What follows belongs to an exercise in optimizing a design on an open flow for small area and a short achievable clock period; a production flow would make more cautious choices.
At most, simulation tests tie the RTL to the original design; equivalence was not proved.
The RTL of runs 1 and 2 was laid out without a check of its function.
Power and IR drop assume default switching activity.

$ cat flow/config.mk
export PLATFORM = sky130hd
export DESIGN_NAME = valu_top
export DESIGN_NICKNAME = valu_top
export VERILOG_FILES = /design/flow/design.v
export SDC_FILE = /design/flow/constraint.sdc
export NUM_CORES = 8
export LEC_CHECK = 0
export ABC_AREA = 1
export CAP_MARGIN = 40
export CORE_MARGIN = 2
export CORE_UTILIZATION = 40
export PLACE_DENSITY = 0.5
export SLEW_MARGIN = 40
export SYNTH_HIERARCHICAL = 1
$ cat flow/constraint.sdc
create_clock -name core_clock -period 9.0 [get_ports {clk}]
set_input_delay 1.8000 -clock core_clock [delete_from_list [all_inputs] [get_ports {clk}]]
set_output_delay 1.8000 -clock core_clock [all_outputs]
set_load 0.01 [all_outputs]
$ cat flow/design.v
module valu (
	input	[2:0]	i_st,		 
	input	[2:0]	i_ad,		 
	input			i_inv,		 
	input			i_sum,		 
	input			i_lx,		 
	input			i_ly,		 
	input			i_cmp,		 
	input			i_signed,	 
	input			i_shr,		 
	input			i_shl,		 
	input	[63:0]	i_a,
	input	[63:0]	i_b,
	output	[63:0]	o_result
);
	wire	[63:0]	a = i_a;
	wire	[63:0]	b = i_b;
	genvar	i, c, k;
	function automatic bnd;
		input integer pos;
		input w8, t16, t32;
		begin
			if (pos % 64 == 0)		bnd = 1'b1;
			else if (pos % 32 == 0)	bnd = t32;
			else if (pos % 16 == 0)	bnd = t16;
			else					bnd = w8;
		end
	endfunction
	wire	[7:0]	lsb8;
	generate for (c = 0; c < 8; c = c + 1) begin : g_lsb
		assign lsb8[c] = bnd(8*c, i_ad[0], i_ad[1], i_ad[2]);
	end endgenerate
	wire	[63:0]	p = a ^ b;
	wire	[63:0]	g = a & b;
	wire	[63:0]	pm, gm;
	generate for (i = 0; i < 64; i = i + 1) begin : g_pg
		if (i % 8 == 0) begin
			assign gm[i] = lsb8[i/8] ? (g[i] | (p[i] & i_inv)) : g[i];
			assign pm[i] = lsb8[i/8] ? 1'b0 : p[i];
		end else begin
			assign gm[i] = g[i];
			assign pm[i] = p[i];
		end
	end endgenerate
	wire	[63:0]	bp [0:3];
	wire	[63:0]	bg [0:3];
	assign	bp[0] = pm;
	assign	bg[0] = gm;
	generate for (k = 0; k < 3; k = k + 1) begin : g_pre
		for (i = 0; i < 64; i = i + 1) begin : g_b
			if ((i >> k) & 1) begin
				assign bg[k+1][i] = bg[k][i] | (bp[k][i] & bg[k][((i >> k) << k) - 1]);
				assign bp[k+1][i] = bp[k][i] & bp[k][((i >> k) << k) - 1];
			end else begin
				assign bg[k+1][i] = bg[k][i];
				assign bp[k+1][i] = bp[k][i];
			end
		end
	end endgenerate
	wire	[7:0]	yp [0:3];
	wire	[7:0]	yg [0:3];
	generate for (c = 0; c < 8; c = c + 1) begin : g_y
		assign yp[0][c] = bp[3][8*c+7];
		assign yg[0][c] = bg[3][8*c+7];
	end
	for (k = 0; k < 3; k = k + 1) begin : g_ypre
		for (c = 0; c < 8; c = c + 1) begin : g_c
			if ((c >> k) & 1) begin
				assign yg[k+1][c] = yg[k][c] | (yp[k][c] & yg[k][((c >> k) << k) - 1]);
				assign yp[k+1][c] = yp[k][c] & yp[k][((c >> k) << k) - 1];
			end else begin
				assign yg[k+1][c] = yg[k][c];
				assign yp[k+1][c] = yp[k][c];
			end
		end
	end endgenerate
	wire	[63:0]	co;
	generate for (i = 0; i < 64; i = i + 1) begin : g_co
		if (i < 8)
			assign co[i] = bg[3][i];
		else
			assign co[i] = bg[3][i] | (bp[3][i] & yg[3][i/8 - 1]);
	end endgenerate
	wire	[63:0]	cin;
	generate for (i = 0; i < 64; i = i + 1) begin : g_cin
		if (i == 0)				assign cin[i] = i_inv;
		else if (i % 8 == 0)	assign cin[i] = lsb8[i/8] ? i_inv : co[i-1];
		else					assign cin[i] = co[i-1];
	end endgenerate
	wire	[63:0]	sum = p ^ cin;
	wire	[7:0]	cmpv;
	generate for (c = 0; c < 8; c = c + 1) begin : g_cmpv
		assign cmpv[c] = (i_signed ? p[8*c+7] : 1'b1) ^ co[8*c+7];
	end endgenerate
	wire	[7:0]	cmpl;
	generate for (c = 0; c < 8; c = c + 1) begin : g_cmpl
		assign cmpl[c] = i_ad[0] ? cmpv[c] : i_ad[1] ? cmpv[c | 1] : i_ad[2] ? cmpv[c | 3] : cmpv[7];
	end endgenerate
	wire	[5:0]	sel [0:7];
	wire	[7:0]	pbig, fill, big;
	generate for (c = 0; c < 8; c = c + 1) begin : g_sel
		assign sel[c] = b[8*c +: 6];
		assign pbig[c] = b[8*c+6];
		assign fill[c] = b[8*c+7];
	end
	for (c = 0; c < 8; c = c + 1) begin : g_big
		assign big[c] = pbig[c] |
						(~i_st[0] & pbig[c ^ 1]) |
						(~i_st[1] & (pbig[c ^ 2] | pbig[c ^ 3])) |
						(~i_st[2] & (pbig[c ^ 4] | pbig[c ^ 5] | pbig[c ^ 6] | pbig[c ^ 7]));
	end endgenerate
	function integer lvl;
		input integer i, k;
		integer q;
		begin
			lvl = 0;
			for (q = i + 1; q <= i + (1 << k); q = q + 1) begin
				if (q % 64 == 0)							lvl = 4;
				else if (q % 32 == 0 && k < 5 && lvl < 3)	lvl = 3;
				else if (q % 16 == 0 && k < 4 && lvl < 2)	lvl = 2;
				else if (q % 8 == 0 && k < 3 && lvl < 1)	lvl = 1;
			end
		end
	endfunction
	wire	[63:0]	x [0:6];
	assign	x[0] = a;
	generate for (k = 0; k < 6; k = k + 1) begin : g_sh
		for (i = 0; i < 64; i = i + 1) begin : g_b
			wire	src;
			wire	crs;
			if (lvl(i, k) == 4)			assign crs = 1'b1;
			else if (lvl(i, k) == 3)	assign crs = i_st[2];
			else if (lvl(i, k) == 2)	assign crs = i_st[1];
			else if (lvl(i, k) == 1)	assign crs = i_st[0];
			else						assign crs = 1'b0;
			if (i + (1 << k) >= 64)
				assign src = fill[i/8];
			else
				assign src = crs ? fill[i/8] : x[k][i + (1 << k)];
			assign x[k+1][i] = sel[i/8][k] ? src : x[k][i];
		end
	end endgenerate
	wire	[63:0]	shr = x[6];
	generate for (i = 0; i < 64; i = i + 1) begin : g_res
		wire	cmpbit = (i % 8 == 0) ? (lsb8[i/8] & cmpl[i/8]) : 1'b0;
		assign o_result[i] =
			(i_sum & sum[i]) |
			(i_lx & p[i]) |
			(i_ly & g[i]) |
			(i_cmp & cmpbit) |
			(i_shr & ~big[i/8] & shr[i]) |
			(i_shr & big[i/8] & fill[i/8]) |
			(i_shl & ~big[i/8] & shr[63-i]);
	end endgenerate
endmodule
module valu_top #(
	parameter	VLEN	=	64
) (
	input				clk,
	input	[10:0]		i_sew,
	input	[5:0]		i_ctrl,
	input	[VLEN-1:0]	i_dataa,
	input	[VLEN-1:0]	i_datab,
	output	[VLEN-1:0]	o_result
);
	wire	[63:0]	a, b;
	wire	[2:0]	st;
	wire	[2:0]	ad;
	wire			inv, sum, lx, ly, cmp, signd, shr, shl;
	valu_dec dec (
		.i_sew		(i_sew),
		.i_ctrl		(i_ctrl),
		.i_dataa	(i_dataa),
		.i_datab	(i_datab),
		.o_a		(a),
		.o_b		(b),
		.o_st		(st),
		.o_ad		(ad),
		.o_inv		(inv),
		.o_sum		(sum),
		.o_lx		(lx),
		.o_ly		(ly),
		.o_cmp		(cmp),
		.o_signed	(signd),
		.o_shr		(shr),
		.o_shl		(shl)
	);
	reg		[63:0]	r_a, r_b;
	reg		[2:0]	r_st;
	reg		[2:0]	r_ad;
	reg				r_inv, r_sum, r_lx, r_ly, r_cmp, r_signed, r_shr, r_shl;
	reg		[63:0]	r_result;
	wire	[63:0]	w_result;
	always @(posedge clk) begin
		r_a			<=	a;
		r_b			<=	b;
		r_st		<=	st;
		r_ad		<=	ad;
		r_inv		<=	inv;
		r_sum		<=	sum;
		r_lx		<=	lx;
		r_ly		<=	ly;
		r_cmp		<=	cmp;
		r_signed	<=	signd;
		r_shr		<=	shr;
		r_shl		<=	shl;
		r_result	<=	w_result;
	end
	valu valu (
		.i_st		(r_st),
		.i_ad		(r_ad),
		.i_inv		(r_inv),
		.i_sum		(r_sum),
		.i_lx		(r_lx),
		.i_ly		(r_ly),
		.i_cmp		(r_cmp),
		.i_signed	(r_signed),
		.i_shr		(r_shr),
		.i_shl		(r_shl),
		.i_a		(r_a),
		.i_b		(r_b),
		.o_result	(w_result)
	);
	assign	o_result	=	r_result;
endmodule
module valu_dec (
	input	[10:0]	i_sew,
	input	[5:0]	i_ctrl,
	input	[63:0]	i_dataa,
	input	[63:0]	i_datab,
	output	[63:0]	o_a,
	output	[63:0]	o_b,
	output	[2:0]	o_st,		 
	output	[2:0]	o_ad,		 
	output			o_inv,		 
	output			o_sum,		 
	output			o_lx,		 
	output			o_ly,		 
	output			o_cmp,		 
	output			o_signed,	 
	output			o_shr,		 
	output			o_shl		 
);
	localparam	VAND	=	6'b000100,
				VOR		=	6'b000101,
				VXOR	=	6'b000110,
				VADD	=	6'b000000,
				VSUB	=	6'b000001,
				VSLT	=	6'b000010,
				VSLTU	=	6'b000011,
				VSLL	=	6'b011000,
				VSRL	=	6'b011001,
				VSRA	=	6'b011010;
	wire	w8	=	(i_sew == 11'h008);
	wire	w16	=	(i_sew == 11'h010);
	wire	w32	=	(i_sew == 11'h020);
	wire	w64	=	(i_sew == 11'h040);
	wire	wok	=	w8 | w16 | w32 | w64;
	wire	c_and	=	(i_ctrl == VAND);
	wire	c_or	=	(i_ctrl == VOR);
	wire	c_xor	=	(i_ctrl == VXOR);
	wire	c_add	=	(i_ctrl == VADD);
	wire	c_sub	=	(i_ctrl == VSUB);
	wire	c_slt	=	(i_ctrl == VSLT);
	wire	c_sltu	=	(i_ctrl == VSLTU);
	wire	c_sll	=	(i_ctrl == VSLL);
	wire	c_srl	=	(i_ctrl == VSRL);
	wire	c_sra	=	(i_ctrl == VSRA);
	wire	c_inv	=	c_sub | c_slt | c_sltu;
	wire	c_any	=	c_and | c_or | c_xor | c_add | c_inv | c_sll | c_srl | c_sra;
	wire	d_arith	=	wok & (c_add | c_inv);
	wire	d_shift	=	wok & (c_sll | c_srl | c_sra);
	wire	d_pass	=	~(wok & c_any);
	wire	d_ab	=	wok & (c_add | c_inv | c_and | c_or | c_xor);
	wire	[6:0]	sh	=	{d_shift & w64,
							 d_shift & w32 & c_sll, d_shift & w32 & ~c_sll,
							 d_shift & w16 & c_sll, d_shift & w16 & ~c_sll,
							 d_shift & w8 & c_sll, d_shift & w8 & ~c_sll};
	wire	[63:0]	a	=	i_dataa;
	wire	[63:0]	b	=	i_datab;
	function automatic [7:0] amask;
		input integer c;
		input w8, w16, w32;
		begin
			if (w8)				amask = 8'h07;
			else if (w16)		amask = (c % 2 == 0) ? 8'h0f : 8'h00;
			else if (w32)		amask = (c % 4 == 0) ? 8'h1f : 8'h00;
			else				amask = (c == 0) ? 8'h3f : 8'h00;
		end
	endfunction
	genvar	i, c, k;
	wire	[63:0]	shc;
	generate for (c = 0; c < 8; c = c + 1) begin : g_shc
		for (k = 0; k < 6; k = k + 1) begin : g_k
			assign shc[8*c+k] =
				(k < 3 ? ((sh[0] & b[8*c+k]) | (sh[1] & b[8*(7-c)+k])) : 1'b0) |
				(k < 4 ? ((sh[2] & b[16*(c/2)+k]) | (sh[3] & b[16*((7-c)/2)+k])) : 1'b0) |
				(k < 5 ? ((sh[4] & b[32*(c/4)+k]) | (sh[5] & b[32*((7-c)/4)+k])) : 1'b0) |
				(sh[6] & b[k]);
		end
		assign shc[8*c+6] = d_shift & (|(b[8*c +: 8] & ~amask(c, w8, w16, w32)));
		assign shc[8*c+7] = wok & c_sra & ((w8 & a[8*c+7]) | (w16 & a[16*(c/2)+15]) |
										   (w32 & a[32*(c/4)+31]) | (w64 & a[63]));
	end endgenerate
	generate for (i = 0; i < 64; i = i + 1) begin : g_ab
		assign o_a[i] = c_sll ? a[63-i] : a[i];
	end endgenerate
	assign	o_b			=	({64{d_ab}} & (b ^ {64{c_inv}})) | shc;
	assign	o_st		=	{d_shift & (w8 | w16 | w32), d_shift & (w8 | w16), d_shift & w8};
	assign	o_ad		=	{d_arith & (w8 | w16 | w32), d_arith & (w8 | w16), d_arith & w8};
	assign	o_inv		=	wok & c_inv;
	assign	o_sum		=	wok & (c_add | c_sub);
	assign	o_lx		=	wok & (c_xor | c_or);
	assign	o_ly		=	wok & (c_and | c_or);
	assign	o_cmp		=	wok & (c_slt | c_sltu);
	assign	o_signed	=	c_slt;
	assign	o_shr		=	(wok & (c_srl | c_sra)) | (d_pass & ~c_sll);
	assign	o_shl		=	c_sll;
endmodule
$ cat flow/flow/run.sh
#!/bin/bash
set -euo pipefail
cd "$(dirname "$0")/.."
W=$PWD
export FLOW_SYNTH_TCL=$W/synth_recipe.tcl
export ABC_SCRIPT_FILE=$W/flow/abc_map.script
bash standard.sh SYNTH_SCRIPT=$W/flow/synth_wrap.tcl SETUP_SLACK_MARGIN=6 CTS_CLUSTER_SIZE=20 CTS_CLUSTER_DIAMETER=80 \
	"BUFFER_PORTS_ARGS=-buffer_cell sky130_fd_sc_hd__buf_2" \
	finish > standard.log 2>&1
$ cat flow/flow/abc_map.script
strash
dch
map -B 0.5
topo
stime -c
buffer -c
upsize -c
dnsize -c
stime -c
$ cat flow/flow/synth_wrap.tcl
# Synthesis = the standard synthesis script (synth_recipe.tcl), with one
# change: ABC maps the logic with the script in ABC_SCRIPT_FILE instead of
# ORFS's abc_area.script. Registers are not touched by ABC.
proc abc {args} {
  set i [lsearch -exact $args -script]
  if { $i >= 0 && [info exists ::env(ABC_SCRIPT_FILE)] } {
    lset args [expr { $i + 1 }] $::env(ABC_SCRIPT_FILE)
  }
  puts "abc (wrapped): $args"
  yosys abc {*}$args
}
source $::env(FLOW_SYNTH_TCL)
$ cat flow/standard.sh
#!/bin/bash
# synth_recipe.tcl (not shown) runs the flow's synth.tcl, then flattens the netlist and writes it again
# the make line also repeats each setting of config.mk as NAME=value (left out here)
make -C /OpenROAD-flow-scripts/flow DESIGN_CONFIG=/design/flow/config.mk WORK_HOME=/design/flow/orfs CLKGATE_MAP_FILE= SYNTH_SCRIPT=/design/flow/synth_recipe.tcl "${@:-finish}"
==> flow_summary.yaml, run 1 <==
outcome:
  status: "finished clean"
timing:
  period_needed_ns: 3.08
  holdWs_ns: 0.690
  max_freq_mhz: 325
  finalHoldViolations: 0
  tightest_slew_ns: 0.838
  slew_violations: 0
  finalClockSkew_ns: 0.0411
  grt_setup_unrepaired: "true"
  tns_ns: 0
  post-route-period-util_pct: 34.2
  max_slew_margin_pct: 43.5
  setup_violations: 0
synthesis:
  syn_avg_cell_area_um2: 6.33
  synthTopCellsByArea: "dfxtp_1 (24%), nand2_1 (14%), o21ai_0 (9.2%), inv_1 (6.2%), a21oi_1 (5.4%)"
  yosysTopAreaCell: "dfxtp_1"
  synthesis.nets: 2928
  synthCells: 2714
  synth-edff-count: 0
  synthArstFlopShare_pct: 0
  synth-seq-cells: 206
  syn_area_um2: 17200
  ys_types: 70
  ys_seq_area_share_pct: 24.0
  netlist.area_leader.share_pct: 24.0
  ys.flop_type: "dfxtp_1"
  ys_warn_count: 9
route:
  firstDrtPassIters: 7
  via_count: 21000
  drt_iter0_markers: 2257
  drt-vias-per-instance: 6.06
  routed_wl_mm: 87.7
  drtAntennaViolNets: 0
  wl_per_cell_um: 25.3
  drc: 0
hold_path:
  holdCritStartpoint: "r_cmp"
  hold_class: "flip-flop to flip-flop"
clock_tree:
  cts_max_path_buffers: 3
  clock_latency_ns: 0.55
  cts.clk_slew.worst_paths_ns: 0.08
  cts_tree: "yes"
  cts-root-buf: "clkbuf_16"
  clock_sinks: 206
  h-tree-depth: 1
  cts_buffers: 16
  cts.hold.buffers_added: 0
grt:
  globalRouteOverflowTotal: 0
  grt_pass1_wl_mm: 124
  grt_max_degree: 93
  grt.total_usage_pct: 37.8
  antenna_found_initial: 2
  grt_pass1_vias: 19300
finish:
  area_growth_pct: 18.3
  nets: 3130
  drive_above_1_share_pct: 17.0
  final_util_pct: 48.2
setup_path:
  crit_buf_inv: 1
  r2r_slack_ns: 5.92
  crit_required_ns: 9.42
  worstPathCellList: "buf_4, o21ai_0, o21ai_1, nand2_1, nand2_1, o21ai_0, o21ai_0, nand2_1, o211ai_1, o211ai_1, o2111ai_1"
  crit_type: "flip-flop to flip-flop"
  worstRegToRegCells: 11
  cp_slowest_stage_delay_ns: 0.49
  path_delay_family: "compound AO/OA/AOI/OAI gates"
  r2r_end: "r_result[15]"
  cp.depth: 11
  cp_slowest_cell: "o211ai_1"
  reg2reg_from: "r_b[40]"
  cp_max_fo: 8
  crit_end: "r_result[15]"
  critPathArrivalTime_ns: 3.50
  worstSetupStartpointType: "flip-flop"
  cp-startpoint: "r_b[40]"
  end_kind: "flip-flop"
power_and_ir_drop:
  powerDensity_nw_per_um2: 103
  peakVddDrop_v: 0.000104
  p_leak_nw: 9.65
floorplanning:
  die_w_um: 211
  rows: 75
  initial_core_util_pct: 40.8
  die_y_um: 211
  die_area_um2: 44600
  io_pins: 210
  coreArea_um2: 42100
flow_run:
  maxCapViolations: 0
placed_design:
  place.gp.congestion: 1.04
  place_hpwl_mm: 69.8
  port_buffers: 209
[power breakdown]
group	total [mW]	switching, mW	internal, mW
Combinational	0.382	0.254	0.128
Sequential	0.980	0.0358	0.944
Clock	0.726	0.374	0.352
Total	2.09	0.664	1.42
[registers in the layout (all words and copies together), names as in the netlist, 3 cells and up]
signal / flops
r_a: 64
r_ad: 3
r_b: 64
r_result: 64
r_st: 3
[metal layers]
| layer | track usage (%) | part of all wire [%] | vias to the layer above |
|---|---|---|---|
| met5 | 0 | 0 | - |
| met2 | 57.1 | 42 | 1287 |
| met1 | 50.7 | 41 | 9655 |
| met3 | 8.37 | 11 | 260 |
| li1 | - | - | 9775 |
| met4 | 18.7 | 6.1 | 0 |
[layout make-up]
cell class,count,area (µm²)
antenna,3,7.51
fill,4464,21800
timing repair buffer,280,1750
inverter,301,1150
sequential,206,4210
tap,539,674
timing repair inverter,3,17.5
clock inverter,6,71.3
clock buffer,17,425
multi-input combinational,2108,12000
[per-module statistics from Yosys (local to each module, per instance)]
| module | times used | area, µm² |
|---|---|---|
| valu | 1 | 9570 |
| valu_dec | 1 | 3480 |
| valu_top | 1 | 4120 |
[cells in the final DEF (no fill, tap or decap), types with 27 or more instances in the layout]
cell	n
dfxtp_2	27
buf_2	209
o21ai_1	85
xor2_1	63
ha_1	58
o21ai_0	284
inv_1	276
o211ai_1	40
nand3_1	119
nand2_1	632
buf_4	55
dfxtp_1	166
nor2_1	189
a221oi_1	45
nand4_1	78
a21oi_1	183
[stage by stage]
stage	area, µm²	std cells	setup slack, ns	power (mW)
floorplan	17200	2714	5.99	1.18
global placement	18600	3369	4.84	1.36
detailed placement	18600	3369	4.76	1.36
CTS	19600	3426	6.00	2.08
global route	20300	3460	5.91	2.16
finish	20300	3463	5.92	2.09
[kinds of logic after synthesis]
group / after synthesis / share of synthesized area [%]
AND/OR/NAND/NOR: 1126 / 28.4
AO/OA/AOI/OAI: 818 / 28.5
buffers and inverters: 409 / 9.35
flip-flops: 206 / 24.0
XOR/XNOR: 70 / 3.57
adder cells (fa/ha/maj): 68 / 5.13
multiplexers: 17 / 0.998
[how the worst min path moves through the flow]
stage / cells past startpoint / slack (ns) / endpoint
finish: 2 / 0.69 / r_result[32]
detailed placement: 2 / 0.69 / r_result[2]
global placement: 2 / 0.70 / r_result[2]
CTS: 2 / 0.68 / r_result[32]
global route: 2 / 0.70 / r_result[32]
floorplan: 2 / 0.48 / r_result[32]
[worst register-to-register path, cell delays in order, from the launching register on]
cell and delay (ns):
dfxtp_4 0.46, buf_4 0.25, o21ai_0 0.24, o21ai_1 0.42, nand2_1 0.09, nand2_1 0.06, o21ai_0 0.15, o21ai_0 0.19
nand2_1 0.15, o211ai_1 0.49, o211ai_1 0.29, o2111ai_1 0.18
[synthesized netlist by cell type, types with 10 or more instances]
master,instances
nand2_1,641
o21ai_0,315
inv_1,282
dfxtp_1,206
nor2_1,198
a21oi_1,187
nand3_1,122
nand4_1,78
ha_1,64
xor2_1,64
clkbuf_1,61
o21ai_1,59
a221oi_1,45
o211ai_1,40
buf_2,33
o22ai_1,27
o2111ai_1,21
nor3_1,20
o21a_1,20
nand2_2,19
a22oi_1,18
a31oi_1,17
mux2i_1,16
clkinv_1,10
[timing repair]
action,4_1_cts,5_1_grt
gates cloned,9,4
pin swaps,6,18
buffers inserted,25,30
resized for setup,71,123
endpoints found under the setup margin,134,108
hold endpoints to repair,0,0
==> run 2: changes to the inputs <==
--- a/flow/design.v
+++ b/flow/design.v
@@ -9,6 +9,7 @@
 	input			i_signed,	 
 	input			i_shr,		 
 	input			i_shl,		 
+	input			i_pass,		 
 	input	[63:0]	i_a,
 	input	[63:0]	i_b,
 	output	[63:0]	o_result
@@ -150,7 +151,8 @@
 			(i_cmp & cmpbit) |
 			(i_shr & ~big[i/8] & shr[i]) |
 			(i_shr & big[i/8] & fill[i/8]) |
-			(i_shl & ~big[i/8] & shr[63-i]);
+			(i_shl & ~big[i/8] & shr[63-i]) |
+			(i_pass & a[i]);
 	end endgenerate
 endmodule
 module valu_top #(
@@ -166,7 +168,7 @@
 	wire	[63:0]	a, b;
 	wire	[2:0]	st;
 	wire	[2:0]	ad;
-	wire			inv, sum, lx, ly, cmp, signd, shr, shl;
+	wire			inv, sum, lx, ly, cmp, signd, shr, shl, pass;
 	valu_dec dec (
 		.i_sew		(i_sew),
 		.i_ctrl		(i_ctrl),
@@ -183,12 +185,13 @@
 		.o_cmp		(cmp),
 		.o_signed	(signd),
 		.o_shr		(shr),
-		.o_shl		(shl)
+		.o_shl		(shl),
+		.o_pass		(pass)
 	);
 	reg		[63:0]	r_a, r_b;
 	reg		[2:0]	r_st;
 	reg		[2:0]	r_ad;
-	reg				r_inv, r_sum, r_lx, r_ly, r_cmp, r_signed, r_shr, r_shl;
+	reg				r_inv, r_sum, r_lx, r_ly, r_cmp, r_signed, r_shr, r_shl, r_pass;
 	reg		[63:0]	r_result;
 	wire	[63:0]	w_result;
 	always @(posedge clk) begin
@@ -204,6 +207,7 @@
 		r_signed	<=	signd;
 		r_shr		<=	shr;
 		r_shl		<=	shl;
+		r_pass		<=	pass;
 		r_result	<=	w_result;
 	end
 	valu valu (
@@ -217,6 +221,7 @@
 		.i_signed	(r_signed),
 		.i_shr		(r_shr),
 		.i_shl		(r_shl),
+		.i_pass		(r_pass),
 		.i_a		(r_a),
 		.i_b		(r_b),
 		.o_result	(w_result)
@@ -239,7 +244,8 @@
 	output			o_cmp,		 
 	output			o_signed,	 
 	output			o_shr,		 
-	output			o_shl		 
+	output			o_shl,		 
+	output			o_pass		 
 );
 	localparam	VAND	=	6'b000100,
 				VOR		=	6'b000101,
@@ -269,23 +275,23 @@
 	wire	c_inv	=	c_sub | c_slt | c_sltu;
 	wire	c_any	=	c_and | c_or | c_xor | c_add | c_inv | c_sll | c_srl | c_sra;
 	wire	d_arith	=	wok & (c_add | c_inv);
-	wire	d_shift	=	wok & (c_sll | c_srl | c_sra);
-	wire	d_pass	=	~(wok & c_any);
-	wire	d_ab	=	wok & (c_add | c_inv | c_and | c_or | c_xor);
-	wire	[6:0]	sh	=	{d_shift & w64,
-							 d_shift & w32 & c_sll, d_shift & w32 & ~c_sll,
-							 d_shift & w16 & c_sll, d_shift & w16 & ~c_sll,
-							 d_shift & w8 & c_sll, d_shift & w8 & ~c_sll};
+	wire	c_shift	=	c_sll | c_srl | c_sra;
+	wire	c_ab	=	c_add | c_inv | c_and | c_or | c_xor;
+	wire	[6:0]	sh	=	{c_shift & w64,
+							 c_sll & w32, (c_srl | c_sra) & w32,
+							 c_sll & w16, (c_srl | c_sra) & w16,
+							 c_sll & w8, (c_srl | c_sra) & w8};
 	wire	[63:0]	a	=	i_dataa;
 	wire	[63:0]	b	=	i_datab;
 	function automatic [7:0] amask;
 		input integer c;
-		input w8, w16, w32;
+		input w8, w16, w32, w64;
 		begin
 			if (w8)				amask = 8'h07;
 			else if (w16)		amask = (c % 2 == 0) ? 8'h0f : 8'h00;
 			else if (w32)		amask = (c % 4 == 0) ? 8'h1f : 8'h00;
-			else				amask = (c == 0) ? 8'h3f : 8'h00;
+			else if (w64)		amask = (c == 0) ? 8'h3f : 8'h00;
+			else				amask = 8'hff;
 		end
 	endfunction
 	genvar	i, c, k;
@@ -298,15 +304,15 @@
 				(k < 5 ? ((sh[4] & b[32*(c/4)+k]) | (sh[5] & b[32*((7-c)/4)+k])) : 1'b0) |
 				(sh[6] & b[k]);
 		end
-		assign shc[8*c+6] = d_shift & (|(b[8*c +: 8] & ~amask(c, w8, w16, w32)));
-		assign shc[8*c+7] = wok & c_sra & ((w8 & a[8*c+7]) | (w16 & a[16*(c/2)+15]) |
+		assign shc[8*c+6] = c_shift & (|(b[8*c +: 8] & ~amask(c, w8, w16, w32, w64)));
+		assign shc[8*c+7] = c_sra & ((w8 & a[8*c+7]) | (w16 & a[16*(c/2)+15]) |
 										   (w32 & a[32*(c/4)+31]) | (w64 & a[63]));
 	end endgenerate
 	generate for (i = 0; i < 64; i = i + 1) begin : g_ab
 		assign o_a[i] = c_sll ? a[63-i] : a[i];
 	end endgenerate
-	assign	o_b			=	({64{d_ab}} & (b ^ {64{c_inv}})) | shc;
-	assign	o_st		=	{d_shift & (w8 | w16 | w32), d_shift & (w8 | w16), d_shift & w8};
+	assign	o_b			=	({64{c_ab}} & (b ^ {64{c_inv}})) | shc;
+	assign	o_st		=	{c_shift & (w8 | w16 | w32), c_shift & (w8 | w16), c_shift & w8};
 	assign	o_ad		=	{d_arith & (w8 | w16 | w32), d_arith & (w8 | w16), d_arith & w8};
 	assign	o_inv		=	wok & c_inv;
 	assign	o_sum		=	wok & (c_add | c_sub);
@@ -314,6 +320,7 @@
 	assign	o_ly		=	wok & (c_and | c_or);
 	assign	o_cmp		=	wok & (c_slt | c_sltu);
 	assign	o_signed	=	c_slt;
-	assign	o_shr		=	(wok & (c_srl | c_sra)) | (d_pass & ~c_sll);
+	assign	o_shr		=	c_srl | c_sra;
+	assign	o_pass		=	~(wok & c_any) & ~c_shift;
 	assign	o_shl		=	c_sll;
 endmodule
==> run 2 against run 1 <==
  * Count of clock-buffer cells in the layout increased by 1
  * Register-to-register slack better by 0.07 ns
  * Synthesized cell count up 7.4%
  * Sequential power grew 7%
  * Non-clock buffer count fell by 15
  * Combinational power rose by 91%
  * Largest cell class unchanged
  * Final cell count is 6.6% higher
  * Die area up 3.2%
  * Critical path depth unchanged
  * Flip-flop and latch count grew 1
  * Clock power increased by 18%
  * Sequential share of layout area shrank 0.31 points
==> flow_summary.yaml, run 2 <==
route:
  drc: 0
  wl_per_cell_um: 25.2
  drt_iter0_markers: 2868
  drtAntennaViolNets: 0
  routed_wl_mm: 93.2
  drt-vias-per-instance: 6.00
  firstDrtPassIters: 6
  via_count: 22200
placed_design:
  place.gp.congestion: 1.07
  place_inst: 3619
  port_buffers: 209
  place_hpwl_mm: 74.9
  dpl_worst_slack_ns: 4.86
synthesis:
  yosys-top-cells-count: "nand2_1 (789), o21ai_0 (334), inv_1 (294), a21oi_1 (228), nor2_1 (214)"
  ys_warn_count: 9
  ys.flop_type: "dfxtp_1"
  netlist.area_leader.share_pct: 23.4
  synthCells: 2915
  yosysTopAreaCell: "dfxtp_1"
  syn_area_um2: 17700
  synth-edff-count: 0
  syn_avg_cell_area_um2: 6.09
  ys_types: 67
  synthTopCellsByArea: "dfxtp_1 (23%), nand2_1 (17%), o21ai_0 (9.4%), a21oi_1 (6.4%), inv_1 (6.2%)"
  synth_most_common_cell: "nand2_1"
  ys_seq_area_share_pct: 23.4
  synthArstFlopShare_pct: 0
  synthesis.nets: 3129
  synth-seq-cells: 207
power_and_ir_drop:
  p_leak_nw: 9.79
  powerDensity_nw_per_um2: 128
  peakVddDrop_v: 0.000138
timing:
  setup_violations: 0
  slew_violations: 0
  post-route-period-util_pct: 33.4
  max_freq_mhz: 332
  max_slew_margin_pct: 39.2
  tightest_slew_ns: 0.905
  finalClockSkew_ns: 0.0323
  finalWorstSetupSlack_ns: 5.99
  period_needed_ns: 3.01
  tns_ns: 0
  grt_setup_unrepaired: "true"
  finalHoldViolations: 0
finish:
  multi_input_area_um2: 12300
  layout_commonest_cell: "nand2_1"
  nFillCells: 4777
  nets: 3306
  drive_above_1_share_pct: 15.9
  reg.largest.list: "r_a: 64 flops, r_b: 64 flops, r_result: 64 flops"
  stdcell_count: 3693
  layout_common_cells: "nand2_1 (773), o21ai_0 (311), inv_1 (285)"
  area_growth_pct: 16.4
  regArea_um2: 4210
setup_path:
  reg2reg_from: "r_b[25]"
  worstSetupStartpointType: "flip-flop"
  end_kind: "flip-flop"
  critPathArrivalTime_ns: 3.44
  cp_max_fo: 10
  cp-startpoint: "r_b[25]"
  crit_required_ns: 9.43
  crit_type: "flip-flop to flip-flop"
  worstRegToRegCells: 11
floorplanning:
  die_w_um: 215
  initial_core_util_pct: 40.3
  io_pins: 210
  rows: 77
  die_y_um: 215
  coreArea_um2: 44000
  die_area_um2: 46100
hold_path:
  hold_class: "flip-flop to flip-flop"
  hold_path_depth: 2
  holdCritStartpoint: "r_a[28]"
clock_tree:
  cts_buffers: 18
  clock_latency_ns: 0.56
  clock_sinks: 207
  cts.clk_slew.worst_paths_ns: 0.09
  cts-root-buf: "clkbuf_16"
  cts_tree: "yes"
  cts_max_path_buffers: 3
  h-tree-depth: 1
outcome:
  status: "finished clean"
grt:
  globalRouteOverflowTotal: 0
  grt_pass1_vias: 20300
  grt_max_degree: 71
  antenna_found_initial: 4
  grt.total_usage_pct: 39.1
  grt_pass1_wl_mm: 134
flow_run:
  maxCapViolations: 0
[run 2: changes by cell type after synthesis, moves of 19 or more]
| cell | before | now |
|---|---|---|
| nand2_1 | 641 | 789 |
| xor2_1 | 64 | 9 |
| a21oi_1 | 187 | 228 |
| nand3_1 | 122 | 158 |
| o21ai_0 | 315 | 334 |
[run 2: final cells by class]
cell class	instances	area share, %
Tap cell	592	3.59
Inverter	311	5.83
Timing Repair inverter	4	0.109
Multi-Input combinational cell	2285	59.5
Clock inverter	10	0.866
Sequential cell	207	20.4
Timing Repair Buffer	265	7.57
Antenna cell	1	0.0121
Clock buffer	18	2.18
[run 2: stage by stage]
step                      cell area [µm²]  total power [mW]  utilization [%]  hold WS [ns]
after floorplan                     17700              1.42                -         0.464
after global placement              19100              1.73             43.5         0.593
after detailed placement            19200              1.73             43.6         0.591
after CTS                           20300              2.60             46.0         0.607
after global routing                20700              2.74             46.9         0.628
final                               20700              2.64             46.9         0.625
[run 2: logic make-up after synthesis]
family	after synthesis	share of synthesized area, %
muxes	16	0.903
and+or+nand+nor	1341	32.8
xor gates and xnor gates	10	0.494
DFF	207	23.4
AOI/OAI and AO/OA	847	28.0
buffers and inverters	426	9.49
adders and majority gates	68	4.97
[run 2: worst paths after layout]
check	end	slack, ns
worst min-delay path	r_result[28]	0.62
worst max-delay path	r_result[0]	5.99
worst min register to register	r_result[28]	0.62
worst max register to register	r_result[0]	5.99
[run 2: worst max-delay path: stages, from the launching register on]
cell and delay (ns):
dfxtp_1 0.59, inv_1 0.21, o21ai_0 0.37, o21ai_0 0.29, mux2i_2 0.38, a21oi_1 0.12
o21ai_0 0.11, o21ai_0 0.17, nand2_1 0.09, nand4_1 0.14, a21oi_1 0.30, nand2_2 0.12
[run 2: metal layers]
layer | GRT usage (%) | share of wire, %
met1 | 52.9 | 42
met2 | 58.6 | 41
met3 | 8.68 | 11
met4 | 19.0 | 5.7
met5 | 0 | 0.014
[run 2: report_power, final]
group          internal (mW)  leakage, nW  switching, mW  total [mW]
clock                  0.444        0.303          0.415       0.859
combinational          0.230         7.74          0.499       0.729
sequential             0.965         1.74         0.0833        1.05
total                   1.64         9.79          0.997        2.64
[run 2: repair_timing]
| item | in CTS | in global routing |
|---|---|---|
| pin swaps | 20 | 26 |
| hold buffers | 0 | 0 |
| gates resized for setup | 70 | 95 |
| cloned | 5 | 2 |
| endpoints found under the setup margin | 161 | 96 |
| setup buffers | 23 | 15 |
[run 2: Yosys stat by module (local to each module, per instance)]
module    area (µm²)  flops+latches  copies in the design
valu            9990              0                     1
valu_dec        3600              0                     1
valu_top        4140            207                     1
==> run 3: changes to the inputs <==
--- a/flow/design.v
+++ b/flow/design.v
@@ -9,7 +9,6 @@
 	input			i_signed,	 
 	input			i_shr,		 
 	input			i_shl,		 
-	input			i_pass,		 
 	input	[63:0]	i_a,
 	input	[63:0]	i_b,
 	output	[63:0]	o_result
@@ -43,45 +42,22 @@
 			assign pm[i] = p[i];
 		end
 	end endgenerate
-	wire	[63:0]	bp [0:3];
-	wire	[63:0]	bg [0:3];
-	assign	bp[0] = pm;
-	assign	bg[0] = gm;
-	generate for (k = 0; k < 3; k = k + 1) begin : g_pre
+	wire	[63:0]	pg [0:6];
+	wire	[63:0]	gg [0:6];
+	assign	pg[0] = pm;
+	assign	gg[0] = gm;
+	generate for (k = 0; k < 6; k = k + 1) begin : g_pre
 		for (i = 0; i < 64; i = i + 1) begin : g_b
 			if ((i >> k) & 1) begin
-				assign bg[k+1][i] = bg[k][i] | (bp[k][i] & bg[k][((i >> k) << k) - 1]);
-				assign bp[k+1][i] = bp[k][i] & bp[k][((i >> k) << k) - 1];
+				assign gg[k+1][i] = gg[k][i] | (pg[k][i] & gg[k][((i >> k) << k) - 1]);
+				assign pg[k+1][i] = pg[k][i] & pg[k][((i >> k) << k) - 1];
 			end else begin
-				assign bg[k+1][i] = bg[k][i];
-				assign bp[k+1][i] = bp[k][i];
+				assign gg[k+1][i] = gg[k][i];
+				assign pg[k+1][i] = pg[k][i];
 			end
 		end
 	end endgenerate
-	wire	[7:0]	yp [0:3];
-	wire	[7:0]	yg [0:3];
-	generate for (c = 0; c < 8; c = c + 1) begin : g_y
-		assign yp[0][c] = bp[3][8*c+7];
-		assign yg[0][c] = bg[3][8*c+7];
-	end
-	for (k = 0; k < 3; k = k + 1) begin : g_ypre
-		for (c = 0; c < 8; c = c + 1) begin : g_c
-			if ((c >> k) & 1) begin
-				assign yg[k+1][c] = yg[k][c] | (yp[k][c] & yg[k][((c >> k) << k) - 1]);
-				assign yp[k+1][c] = yp[k][c] & yp[k][((c >> k) << k) - 1];
-			end else begin
-				assign yg[k+1][c] = yg[k][c];
-				assign yp[k+1][c] = yp[k][c];
-			end
-		end
-	end endgenerate
-	wire	[63:0]	co;
-	generate for (i = 0; i < 64; i = i + 1) begin : g_co
-		if (i < 8)
-			assign co[i] = bg[3][i];
-		else
-			assign co[i] = bg[3][i] | (bp[3][i] & yg[3][i/8 - 1]);
-	end endgenerate
+	wire	[63:0]	co = gg[6];
 	wire	[63:0]	cin;
 	generate for (i = 0; i < 64; i = i + 1) begin : g_cin
 		if (i == 0)				assign cin[i] = i_inv;
@@ -151,8 +127,7 @@
 			(i_cmp & cmpbit) |
 			(i_shr & ~big[i/8] & shr[i]) |
 			(i_shr & big[i/8] & fill[i/8]) |
-			(i_shl & ~big[i/8] & shr[63-i]) |
-			(i_pass & a[i]);
+			(i_shl & ~big[i/8] & shr[63-i]);
 	end endgenerate
 endmodule
 module valu_top #(
@@ -168,7 +143,7 @@
 	wire	[63:0]	a, b;
 	wire	[2:0]	st;
 	wire	[2:0]	ad;
-	wire			inv, sum, lx, ly, cmp, signd, shr, shl, pass;
+	wire			inv, sum, lx, ly, cmp, signd, shr, shl;
 	valu_dec dec (
 		.i_sew		(i_sew),
 		.i_ctrl		(i_ctrl),
@@ -185,13 +160,12 @@
 		.o_cmp		(cmp),
 		.o_signed	(signd),
 		.o_shr		(shr),
-		.o_shl		(shl),
-		.o_pass		(pass)
+		.o_shl		(shl)
 	);
 	reg		[63:0]	r_a, r_b;
 	reg		[2:0]	r_st;
 	reg		[2:0]	r_ad;
-	reg				r_inv, r_sum, r_lx, r_ly, r_cmp, r_signed, r_shr, r_shl, r_pass;
+	reg				r_inv, r_sum, r_lx, r_ly, r_cmp, r_signed, r_shr, r_shl;
 	reg		[63:0]	r_result;
 	wire	[63:0]	w_result;
 	always @(posedge clk) begin
@@ -207,7 +181,6 @@
 		r_signed	<=	signd;
 		r_shr		<=	shr;
 		r_shl		<=	shl;
-		r_pass		<=	pass;
 		r_result	<=	w_result;
 	end
 	valu valu (
@@ -221,7 +194,6 @@
 		.i_signed	(r_signed),
 		.i_shr		(r_shr),
 		.i_shl		(r_shl),
-		.i_pass		(r_pass),
 		.i_a		(r_a),
 		.i_b		(r_b),
 		.o_result	(w_result)
@@ -244,8 +216,7 @@
 	output			o_cmp,		 
 	output			o_signed,	 
 	output			o_shr,		 
-	output			o_shl,		 
-	output			o_pass		 
+	output			o_shl		 
 );
 	localparam	VAND	=	6'b000100,
 				VOR		=	6'b000101,
@@ -275,23 +246,23 @@
 	wire	c_inv	=	c_sub | c_slt | c_sltu;
 	wire	c_any	=	c_and | c_or | c_xor | c_add | c_inv | c_sll | c_srl | c_sra;
 	wire	d_arith	=	wok & (c_add | c_inv);
-	wire	c_shift	=	c_sll | c_srl | c_sra;
-	wire	c_ab	=	c_add | c_inv | c_and | c_or | c_xor;
-	wire	[6:0]	sh	=	{c_shift & w64,
-							 c_sll & w32, (c_srl | c_sra) & w32,
-							 c_sll & w16, (c_srl | c_sra) & w16,
-							 c_sll & w8, (c_srl | c_sra) & w8};
+	wire	d_shift	=	wok & (c_sll | c_srl | c_sra);
+	wire	d_pass	=	~(wok & c_any);
+	wire	d_ab	=	wok & (c_add | c_inv | c_and | c_or | c_xor);
+	wire	[6:0]	sh	=	{d_shift & w64,
+							 d_shift & w32 & c_sll, d_shift & w32 & ~c_sll,
+							 d_shift & w16 & c_sll, d_shift & w16 & ~c_sll,
+							 d_shift & w8 & c_sll, d_shift & w8 & ~c_sll};
 	wire	[63:0]	a	=	i_dataa;
 	wire	[63:0]	b	=	i_datab;
 	function automatic [7:0] amask;
 		input integer c;
-		input w8, w16, w32, w64;
+		input w8, w16, w32;
 		begin
 			if (w8)				amask = 8'h07;
 			else if (w16)		amask = (c % 2 == 0) ? 8'h0f : 8'h00;
 			else if (w32)		amask = (c % 4 == 0) ? 8'h1f : 8'h00;
-			else if (w64)		amask = (c == 0) ? 8'h3f : 8'h00;
-			else				amask = 8'hff;
+			else				amask = (c == 0) ? 8'h3f : 8'h00;
 		end
 	endfunction
 	genvar	i, c, k;
@@ -304,15 +275,15 @@
 				(k < 5 ? ((sh[4] & b[32*(c/4)+k]) | (sh[5] & b[32*((7-c)/4)+k])) : 1'b0) |
 				(sh[6] & b[k]);
 		end
-		assign shc[8*c+6] = c_shift & (|(b[8*c +: 8] & ~amask(c, w8, w16, w32, w64)));
-		assign shc[8*c+7] = c_sra & ((w8 & a[8*c+7]) | (w16 & a[16*(c/2)+15]) |
+		assign shc[8*c+6] = d_shift & (|(b[8*c +: 8] & ~amask(c, w8, w16, w32)));
+		assign shc[8*c+7] = wok & c_sra & ((w8 & a[8*c+7]) | (w16 & a[16*(c/2)+15]) |
 										   (w32 & a[32*(c/4)+31]) | (w64 & a[63]));
 	end endgenerate
 	generate for (i = 0; i < 64; i = i + 1) begin : g_ab
 		assign o_a[i] = c_sll ? a[63-i] : a[i];
 	end endgenerate
-	assign	o_b			=	({64{c_ab}} & (b ^ {64{c_inv}})) | shc;
-	assign	o_st		=	{c_shift & (w8 | w16 | w32), c_shift & (w8 | w16), c_shift & w8};
+	assign	o_b			=	({64{d_ab}} & (b ^ {64{c_inv}})) | shc;
+	assign	o_st		=	{d_shift & (w8 | w16 | w32), d_shift & (w8 | w16), d_shift & w8};
 	assign	o_ad		=	{d_arith & (w8 | w16 | w32), d_arith & (w8 | w16), d_arith & w8};
 	assign	o_inv		=	wok & c_inv;
 	assign	o_sum		=	wok & (c_add | c_sub);
@@ -320,7 +291,6 @@
 	assign	o_ly		=	wok & (c_and | c_or);
 	assign	o_cmp		=	wok & (c_slt | c_sltu);
 	assign	o_signed	=	c_slt;
-	assign	o_shr		=	c_srl | c_sra;
-	assign	o_pass		=	~(wok & c_any) & ~c_shift;
+	assign	o_shr		=	(wok & (c_srl | c_sra)) | (d_pass & ~c_sll);
 	assign	o_shl		=	c_sll;
 endmodule
==> flow/flow/run.sh (replaced) <==
#!/bin/bash
# Layout flow: the standard ORFS flow (standard.sh), with these changes:
#  - synthesis is the standard synthesis script, except that ABC maps the
#    logic with flow/abc_map.script (see flow/synth_wrap.tcl),
#  - the port buffers are buf_2 cells instead of the default delay buffer,
#  - clock tree sinks are clustered by 20 within 80 um (fewer leaf buffers),
#  - five weak "_0" cells whose "_1" versions have the same area are not
#    used (DONT_USE_CELLS is the platform's list plus these five).
# make's output goes to standard.log; each ORFS step logs to orfs/logs/.
set -euo pipefail
cd "$(dirname "$0")/.."
W=$PWD
DONT_USE="sky130_fd_sc_hd__probe_p_8 sky130_fd_sc_hd__probec_p_8 sky130_fd_sc_hd__lpflow_bleeder_1 sky130_fd_sc_hd__lpflow_clkbufkapwr_1 sky130_fd_sc_hd__lpflow_clkbufkapwr_16 sky130_fd_sc_hd__lpflow_clkbufkapwr_2 sky130_fd_sc_hd__lpflow_clkbufkapwr_4 sky130_fd_sc_hd__lpflow_clkbufkapwr_8 sky130_fd_sc_hd__lpflow_clkinvkapwr_1 sky130_fd_sc_hd__lpflow_clkinvkapwr_16 sky130_fd_sc_hd__lpflow_clkinvkapwr_2 sky130_fd_sc_hd__lpflow_clkinvkapwr_4 sky130_fd_sc_hd__lpflow_clkinvkapwr_8 sky130_fd_sc_hd__lpflow_decapkapwr_12 sky130_fd_sc_hd__lpflow_decapkapwr_3 sky130_fd_sc_hd__lpflow_decapkapwr_4 sky130_fd_sc_hd__lpflow_decapkapwr_6 sky130_fd_sc_hd__lpflow_decapkapwr_8 sky130_fd_sc_hd__lpflow_inputiso0n_1 sky130_fd_sc_hd__lpflow_inputiso0p_1 sky130_fd_sc_hd__lpflow_inputiso1n_1 sky130_fd_sc_hd__lpflow_inputiso1p_1 sky130_fd_sc_hd__lpflow_inputisolatch_1 sky130_fd_sc_hd__lpflow_isobufsrc_1 sky130_fd_sc_hd__lpflow_isobufsrc_16 sky130_fd_sc_hd__lpflow_isobufsrc_2 sky130_fd_sc_hd__lpflow_isobufsrc_4 sky130_fd_sc_hd__lpflow_isobufsrc_8 sky130_fd_sc_hd__lpflow_isobufsrckapwr_16 sky130_fd_sc_hd__lpflow_lsbuf_lh_hl_isowell_tap_1 sky130_fd_sc_hd__lpflow_lsbuf_lh_hl_isowell_tap_2 sky130_fd_sc_hd__lpflow_lsbuf_lh_hl_isowell_tap_4 sky130_fd_sc_hd__lpflow_lsbuf_lh_isowell_4 sky130_fd_sc_hd__lpflow_lsbuf_lh_isowell_tap_1 sky130_fd_sc_hd__lpflow_lsbuf_lh_isowell_tap_2 sky130_fd_sc_hd__lpflow_lsbuf_lh_isowell_tap_4"
DONT_USE="$DONT_USE sky130_fd_sc_hd__a21boi_0 sky130_fd_sc_hd__and2_0 sky130_fd_sc_hd__o21ai_0 sky130_fd_sc_hd__o311ai_0 sky130_fd_sc_hd__or2_0"
export FLOW_SYNTH_TCL=$W/synth_recipe.tcl
export ABC_SCRIPT_FILE=$W/flow/abc_map.script
bash standard.sh SYNTH_SCRIPT=$W/flow/synth_wrap.tcl SETUP_SLACK_MARGIN=6 CTS_CLUSTER_SIZE=20 CTS_CLUSTER_DIAMETER=80 \
	"BUFFER_PORTS_ARGS=-buffer_cell sky130_fd_sc_hd__buf_2" \
	"DONT_USE_CELLS=$DONT_USE" \
	finish > standard.log 2>&1
==> run 3 against run 2 <==
  * Synthesized area down 1.0%
  * Final cell count down 3.0%
  * Still clean
  * Sequential power fell by 6%
  * First-iteration DRC count fell by 13%
  * Clock skew down 0.016 ns
  * Global-route usage is 0.67 points lower
  * Die area is 0.99% lower
  * Worst setup slack gained 0.055 ns
  * Count of clock-buffer cells in the layout is the same
  * Utilization up 0.20 points
  * Hold slack gained 0.088 ns
  * Synthesized cell count is 3.4% lower
  * Largest power group unchanged
==> flow_summary.yaml, run 3 <==
power_and_ir_drop:
  peakVddDrop_v: 0.000114
  finalPower_mw: 2.13
  p_leak_nw: 9.67
  powerDensity_nw_per_um2: 105
floorplanning:
  die_y_um: 214
  rows: 76
  initial_core_util_pct: 40.7
  die_w_um: 214
  coreArea_um2: 43200
  io_pins: 210
  die_area_um2: 45600
clock_tree:
  cts_max_path_buffers: 3
  clock_sinks: 206
  cts_buffers: 16
  cts_tree: "yes"
  cts.hold.buffers_added: 0
  h-tree-depth: 1
  cts-root-buf: "clkbuf_16"
  clock_latency_ns: 0.53
  cts.clk_slew.worst_paths_ns: 0.08
synthesis:
  netlist.area_leader.share_pct: 23.5
  syn_avg_cell_area_um2: 6.23
  synthesis.nets: 3031
  synth-seq-cells: 206
  ys_types: 68
  yosysTopAreaCell: "dfxtp_1"
  syn_area_um2: 17600
  ys.flop_type: "dfxtp_1"
  synth_most_common_cell: "nand2_1"
  yosys-top-cells-count: "nand2_1 (703), o21ai_1 (374), inv_1 (297), dfxtp_1 (206), nor2_1 (190)"
  synthCells: 2817
  synthArstFlopShare_pct: 0
  ys_seq_area_share_pct: 23.5
  synthTopCellsByArea: "dfxtp_1 (23%), nand2_1 (15%), o21ai_1 (11%), inv_1 (6.3%), a21oi_1 (5.2%)"
  synth-edff-count: 0
  ys_warn_count: 9
timing:
  finalClockSkew_ns: 0.0167
  max_slew_margin_pct: 41.5
  finalHoldViolations: 0
  period_needed_ns: 2.95
  tightest_slew_ns: 0.872
  max_freq_mhz: 339
  slew_violations: 0
  grt_setup_unrepaired: "true"
  post-route-period-util_pct: 32.8
  holdWs_ns: 0.713
  setup_violations: 0
  tns_ns: 0
finish:
  nFillCells: 4654
  diodes: 0
  reg.largest.list: "r_a: 64 flops, r_b: 64 flops, r_result: 64 flops"
  layout_common_cells: "nand2_1 (694), o21ai_1 (370), inv_1 (292)"
  area_growth_pct: 15.8
  layout_commonest_cell: "nand2_1"
  drive_above_1_share_pct: 15.2
  nets: 3205
grt:
  globalRouteOverflowTotal: 0
  antenna_found_initial: 1
  grt_max_degree: 70
  grt_pass1_wl_mm: 127
  grt.total_usage_pct: 38.4
  grt_pass1_vias: 19200
setup_path:
  cp_slowest_stage_delay_ns: 0.55
  worstPathCellList: "ha_1, a21o_1, a31oi_2, nand2_2, nand2_2, nand3_4, nand2_4, nand3_4, a21oi_4, buf_12, nand3_2, nand3_2, nand3_1, nand4_1, nand2_1"
  end_kind: "flip-flop"
  crit_required_ns: 9.40
  cp_slowest_cell: "dfxtp_2"
  cp_max_fo: 8
  worstSetupStartpointType: "flip-flop"
  critPathArrivalTime_ns: 3.36
  crit_type: "flip-flop to flip-flop"
route:
  drtAntennaViolNets: 0
  drt-vias-per-instance: 5.96
  drt_iter0_markers: 2509
  via_count: 21400
  routed_wl_mm: 89.7
  wl_per_cell_um: 25.0
  firstDrtPassIters: 6
  drc: 0
placed_design:
  place.gp.congestion: 1.08
  place_hpwl_mm: 72.1
  port_buffers: 209
hold_path:
  hold_class: "flip-flop to flip-flop"
flow_run:
  maxCapViolations: 0
outcome:
  status: "finished clean"
-- run 3: cell types whose count changed in the layout (fill, tap and decap cells not counted), sizes merged, moves of 6 or more --
cell,delta
nand2,-88
a21oi,-42
a211oi,-20
or2,+18
nand3,+24
xor2,+54
nor4,+6
a221oi,+14
a22o,-6
nor3,-12
buf,-11
nor2,-32
-- run 3: logic make-up (layout without fill, tap and decap cells) --
logic type                 after synthesis  in the layout  share of synthesized area, %
adders and majority gates               68             68                          5.02
xor gates and xnor gates                69             69                          3.44
DFF                                    206            206                          23.5
and+or+nand+nor                       1250           1260                          31.3
buffers and inverters                  424            595                          9.67
AOI/OAI and AO/OA                      788            788                          26.4
muxes                                   12             12                         0.691
-- run 3: metrics by stage --
step	cells	setup slack [ns]	utilization (%)	cell area, µm²
4_1_cts	3569	5.99	46.3	20000
5_1_grt	3583	5.97	47.1	20300
2_1_floorplan	2817	5.98	-	17600
6_report	3583	6.05	47.1	20300
3_3_place_gp	3517	4.47	44.0	19000
3_5_place_dp	3517	4.34	44.0	19000
-- run 3: critical path, delay by kind of cell (launching register included) --
kind / cells / cell delay [ns]
simple gates: 10 / 1.14
compound gates: 3 / 0.63
flops: 1 / 0.55
fa+ha+maj: 1 / 0.36
buf+inv: 1 / 0.15
-- run 3: report_power, final --
part,internal (mW),leakage [nW],switching [mW]
clock,0.382,0.254,0.369
combinational,0.133,7.69,0.266
sequential,0.946,1.73,0.0373
-- run 3: repair_timing --
action | 4_1_cts | 5_1_grt
endpoints found under the setup margin | 156 | 91
setup buffers | 19 | 11
cloned | 8 | 3
resized for setup | 54 | 68
pin swaps | 11 | 23
-- run 3: path summary, 6_finish.rpt --
check / from / slack (ns) / to / depth (start not counted)
setup / recovery: r_b[5] / 6.05 / r_result[32] / 15
hold / removal: r_b[7] / 0.71 / r_result[2] / 2
setup reg to reg: r_b[5] / 6.05 / r_result[32] / 15
hold reg to reg: r_b[7] / 0.71 / r_result[2] / 2
-- run 3: per-module statistics from Yosys, one instance, submodules excluded --
| module | copies in the design | flip-flops and latches |
|---|---|---|
| valu | 1 | 0 |
| valu_dec | 1 | 0 |
| valu_top | 1 | 206 |
-- run 3: cell type report --
class                           count  area, µm²  share of cell area, %
Sequential cell                   206       4180                   20.6
Timing Repair inverter              1       5.00                 0.0246
Tap cell                          585        732                   3.60
Clock inverter                      7       90.1                  0.443
Multi-Input combinational cell   2197      12200                   59.9
Clock buffer                       18        429                   2.11
Timing Repair Buffer              254       1500                   7.39
Inverter                          315       1210                   5.95
-- run 3: layer usage --
metal	global-route usage, %	vias to the layer above	share of wire (%)	wire length (µm)
met2	59.3	1282	43	38400
met4	17.1	0	5.2	4660
met5	0	-	0	0
met3	6.84	213	10	9120
met1	52.3	9871	42	37500
li1	-	10000	-	-
==> run 4: changes to the inputs <==
--- a/flow/flow/run.sh
+++ b/flow/flow/run.sh
@@ -4,14 +4,17 @@
 #    logic with flow/abc_map.script (see flow/synth_wrap.tcl),
 #  - the port buffers are buf_2 cells instead of the default delay buffer,
 #  - clock tree sinks are clustered by 20 within 80 um (fewer leaf buffers),
-#  - five weak "_0" cells whose "_1" versions have the same area are not
-#    used (DONT_USE_CELLS is the platform's list plus these five).
+#  - cells that a stronger cell of the same area and input capacitance
+#    dominates (or the "_1" input capacitance, for three "_0" cells) are not
+#    used: DONT_USE_CELLS is the platform's list plus these.
 # make's output goes to standard.log; each ORFS step logs to orfs/logs/.
 set -euo pipefail
 cd "$(dirname "$0")/.."
 W=$PWD
 DONT_USE="sky130_fd_sc_hd__probe_p_8 sky130_fd_sc_hd__probec_p_8 sky130_fd_sc_hd__lpflow_bleeder_1 sky130_fd_sc_hd__lpflow_clkbufkapwr_1 sky130_fd_sc_hd__lpflow_clkbufkapwr_16 sky130_fd_sc_hd__lpflow_clkbufkapwr_2 sky130_fd_sc_hd__lpflow_clkbufkapwr_4 sky130_fd_sc_hd__lpflow_clkbufkapwr_8 sky130_fd_sc_hd__lpflow_clkinvkapwr_1 sky130_fd_sc_hd__lpflow_clkinvkapwr_16 sky130_fd_sc_hd__lpflow_clkinvkapwr_2 sky130_fd_sc_hd__lpflow_clkinvkapwr_4 sky130_fd_sc_hd__lpflow_clkinvkapwr_8 sky130_fd_sc_hd__lpflow_decapkapwr_12 sky130_fd_sc_hd__lpflow_decapkapwr_3 sky130_fd_sc_hd__lpflow_decapkapwr_4 sky130_fd_sc_hd__lpflow_decapkapwr_6 sky130_fd_sc_hd__lpflow_decapkapwr_8 sky130_fd_sc_hd__lpflow_inputiso0n_1 sky130_fd_sc_hd__lpflow_inputiso0p_1 sky130_fd_sc_hd__lpflow_inputiso1n_1 sky130_fd_sc_hd__lpflow_inputiso1p_1 sky130_fd_sc_hd__lpflow_inputisolatch_1 sky130_fd_sc_hd__lpflow_isobufsrc_1 sky130_fd_sc_hd__lpflow_isobufsrc_16 sky130_fd_sc_hd__lpflow_isobufsrc_2 sky130_fd_sc_hd__lpflow_isobufsrc_4 sky130_fd_sc_hd__lpflow_isobufsrc_8 sky130_fd_sc_hd__lpflow_isobufsrckapwr_16 sky130_fd_sc_hd__lpflow_lsbuf_lh_hl_isowell_tap_1 sky130_fd_sc_hd__lpflow_lsbuf_lh_hl_isowell_tap_2 sky130_fd_sc_hd__lpflow_lsbuf_lh_hl_isowell_tap_4 sky130_fd_sc_hd__lpflow_lsbuf_lh_isowell_4 sky130_fd_sc_hd__lpflow_lsbuf_lh_isowell_tap_1 sky130_fd_sc_hd__lpflow_lsbuf_lh_isowell_tap_2 sky130_fd_sc_hd__lpflow_lsbuf_lh_isowell_tap_4"
 DONT_USE="$DONT_USE sky130_fd_sc_hd__a21boi_0 sky130_fd_sc_hd__and2_0 sky130_fd_sc_hd__o21ai_0 sky130_fd_sc_hd__o311ai_0 sky130_fd_sc_hd__or2_0"
+DONT_USE="$DONT_USE sky130_fd_sc_hd__or2_1 sky130_fd_sc_hd__mux2_1 sky130_fd_sc_hd__a31o_1 sky130_fd_sc_hd__o211a_1 sky130_fd_sc_hd__a21bo_1"
+DONT_USE="$DONT_USE sky130_fd_sc_hd__o21ba_1 sky130_fd_sc_hd__o221a_1 sky130_fd_sc_hd__or3b_1 sky130_fd_sc_hd__or4b_1 sky130_fd_sc_hd__and4bb_1"
 export FLOW_SYNTH_TCL=$W/synth_recipe.tcl
 export ABC_SCRIPT_FILE=$W/flow/abc_map.script
 bash standard.sh SYNTH_SCRIPT=$W/flow/synth_wrap.tcl SETUP_SLACK_MARGIN=6 CTS_CLUSTER_SIZE=20 CTS_CLUSTER_DIAMETER=80 \
==> run 4 against run 3 <==
  * Still clean
  * Sequential share of layout area fell by 0.20 points
  * Cell area increased by 1.2%
  * Hold slack got worse by 0.032 ns
  * Flip-flop and latch count stayed put
  * Utilization rose by 0.55 points
  * Non-clock buffer count increased by 16
  * Die area decreased by 0.25%
  * Count of clock-buffer cells in the layout fell by 2
  * Final cell count up 0.28%
  * Global-route usage is 0.52 points higher
  * Synthesized cell count about the same
  * Worst setup slack worse by 0.036 ns
  * Critical endpoint is now r_b[1]
  * Largest cell class unchanged
==> flow_summary.yaml, run 4 <==
synthesis:
  synth-seq-cells: 206
  ys.flop_type: "dfxtp_1"
  synthTopCellsByArea: "dfxtp_1 (24%), nand2_1 (15%), o21ai_1 (11%), inv_1 (6.4%), a21oi_1 (5.5%)"
  ys_warn_count: 9
  ys_seq_area_share_pct: 23.5
  synthesis.nets: 3029
  syn_area_um2: 17500
  synth_most_common_cell: "nand2_1"
  synthCells: 2815
  netlist.area_leader.share_pct: 23.5
  yosysTopAreaCell: "dfxtp_1"
  syn_avg_cell_area_um2: 6.22
  yosys-top-cells-count: "nand2_1 (700), o21ai_1 (374), inv_1 (297), dfxtp_1 (206), a21oi_1 (194)"
  synthArstFlopShare_pct: 0
  ys_types: 64
  synth-edff-count: 0
finish:
  diodes: 0
  nets: 3218
  layout_commonest_cell: "nand2_1"
  stdcell_count: 3593
  reg.largest.list: "r_a: 64 flops, r_b: 64 flops, r_result: 64 flops"
  layout_common_cells: "nand2_1 (686), o21ai_1 (371), inv_1 (288)"
  drive_above_1_share_pct: 16.3
  area_growth_pct: 17.5
  fin_area_um2: 20600
route:
  routed_wl_mm: 91.0
  firstDrtPassIters: 6
  drt_iter0_markers: 2312
  drc: 0
  via_count: 21800
  wl_per_cell_um: 25.3
  drtAntennaViolNets: 0
  drt-vias-per-instance: 6.06
timing:
  max_freq_mhz: 334
  tightest_slew_ns: 0.847
  period_needed_ns: 2.99
  slew_violations: 0
  grt_setup_unrepaired: "true"
  tns_ns: 0
  finalWorstSetupSlack_ns: 6.01
  finalClockSkew_ns: 0.0257
  finalHoldViolations: 0
  max_slew_margin_pct: 43.2
  post-route-period-util_pct: 33.2
  setup_violations: 0
placed_design:
  place_inst: 3514
  place_area_um2: 19000
  place_hpwl_mm: 72.7
  place.gp.congestion: 1.09
  port_buffers: 209
  dpl_worst_slack_ns: 4.58
grt:
  grt_pass1_vias: 19600
  antenna_found_initial: 1
  grt_max_degree: 81
  grt.total_usage_pct: 39.0
  globalRouteOverflowTotal: 0
  grt_pass1_wl_mm: 129
setup_path:
  critPathArrivalTime_ns: 3.45
  r2r_slack_ns: 6.05
  worstSetupStartpointType: "input port"
  end_kind: "flip-flop"
  cp_max_fo: 6
  crit_type: "input port to flip-flop"
  crit_required_ns: 9.46
hold_path:
  hold_class: "flip-flop to flip-flop"
clock_tree:
  cts_max_path_buffers: 3
  h-tree-depth: 1
  cts-root-buf: "clkbuf_16"
  clock_latency_ns: 0.53
  clock_sinks: 206
  cts_buffers: 15
  cts.clk_slew.worst_paths_ns: 0.08
  cts_tree: "yes"
  cts.hold.buffers_added: 0
floorplanning:
  die_y_um: 213
  die_w_um: 213
  die_area_um2: 45500
  rows: 76
  initial_core_util_pct: 40.6
  coreArea_um2: 43200
  io_pins: 210
flow_run:
  maxCapViolations: 0
outcome:
  status: "finished clean"
power_and_ir_drop:
  peakVddDrop_v: 0.000109
  powerDensity_nw_per_um2: 99.4
  p_leak_nw: 9.80
==> run 4: modules after synthesis, one instance, submodules excluded <==
| module | copies in the design | cell area (µm²) |
|---|---|---|
| valu | 1 | 9880 |
| valu_top | 1 | 4120 |
| valu_dec | 1 | 3520 |
==> run 4: area by class of cell <==
type / count / area, µm²
inverters: 313 / 1220
clock buffers: 16 / 379
repair buffers: 270 / 1700
fillers: 4654 / 22600
multi-input cells: 2198 / 12300
well taps: 585 / 732
clock inverters: 5 / 43.8
flip-flops and latches: 206 / 4190
==> run 4: kinds of logic after synthesis <==
family          after synthesis  synth area share [%]
compound gates              798                  26.8
xor+xnor                     69                  3.45
fa+ha+maj                    68                  5.03
buf+inv                     425                  9.59
flops                       206                  23.5
mux                          13                 0.750
simple gates               1236                  30.8
==> run 4: metal layers <==
metal	share of wire (%)	vias up	track usage, %	wire length, µm
li1	-	10000	-	-
met4	6.1	0	18.5	5540
met2	43	1317	60.5	38800
met5	0	-	0	0
met3	10	264	6.18	9160
met1	41	10200	52.6	37500
==> run 4: final timing paths <==
check             depth (start not counted)      endpoint     start
hold / removal                            3   r_result[3]    r_b[5]
hold reg to reg                           3   r_result[3]    r_b[5]
setup reg to reg                         14  r_result[52]    r_b[7]
setup / recovery                         11        r_b[1]  i_sew[3]
==> run 4: where the power goes <==
group	internal (mW)	switching [mW]	leakage, nW
registers	0.945	0.0386	1.73
clock network	0.310	0.353	0.201
logic	0.136	0.265	7.87
==> run 4: through the flow <==
stage / total power [mW] / hold WS [ns] / utilization, %
floorplan: 1.19 / 0.486 / -
global placement: 1.38 / 0.676 / 44.0
detailed placement: 1.38 / 0.686 / 44.0
CTS: 2.04 / 0.690 / 46.2
global route: 2.12 / 0.687 / 47.7
finish: 2.05 / 0.681 / 47.7
==> run 4: worst max-delay path: stages <==
cell     delay, ns
buf_2         0.13
nor2_2        0.10
nand2_2       0.08
nor2_4        0.18
nand2_4       0.13
nand3_4       0.23
buf_4         0.18
nand4_2       0.27
o21ai_1       0.22
nor2_1        0.07
nand2_1       0.06
==> run 4: repair_timing <==
action / 4_1_cts / 5_1_grt
buffers inserted: 18 / 25
resized for setup: 64 / 100
gates cloned: 9 / 6
pin swaps: 8 / 24
endpoints found under the setup margin: 161 / 105

-- static timing again, ports no longer ideal --
Ports are ideal in the flow. The routed layouts listed here were re-timed in OpenROAD. Step 1: set_driving_cell puts a clkbuf_16 on clk and a buf_2 on each other input, an assumption about the parent block. Step 2 moves the port delays by t, midway between the first and last clock arrival at a register: inputs arrive t later, outputs are due t later. That takes back most of the time a late clock gives input paths. Three values: ideal, step 1, step 2; two values: the first two.
run | t, ns | slack for setup (ns) | latest minus earliest clock arrival (ns) | cell pins on the clock port's net
run 1 | 0.583 | 5.925 / 5.925 / 5.491 | 0.042 / 0.042 | 1
run 2 | 0.603 | 5.991 / 5.991 / 5.456 | 0.042 / 0.042 | 1
run 3 | 0.583 | 6.046 / 6.046 / 5.526 | 0.017 / 0.017 | 1
run 4 | 0.579 | 6.010 / 6.039 / 5.459 | 0.026 / 0.025 | 1
After both steps setup and hold are still met in every run listed. The setup slack of run 4, which loses most, moves by +0.029 ns with the drivers and by -0.551 ns with both steps.
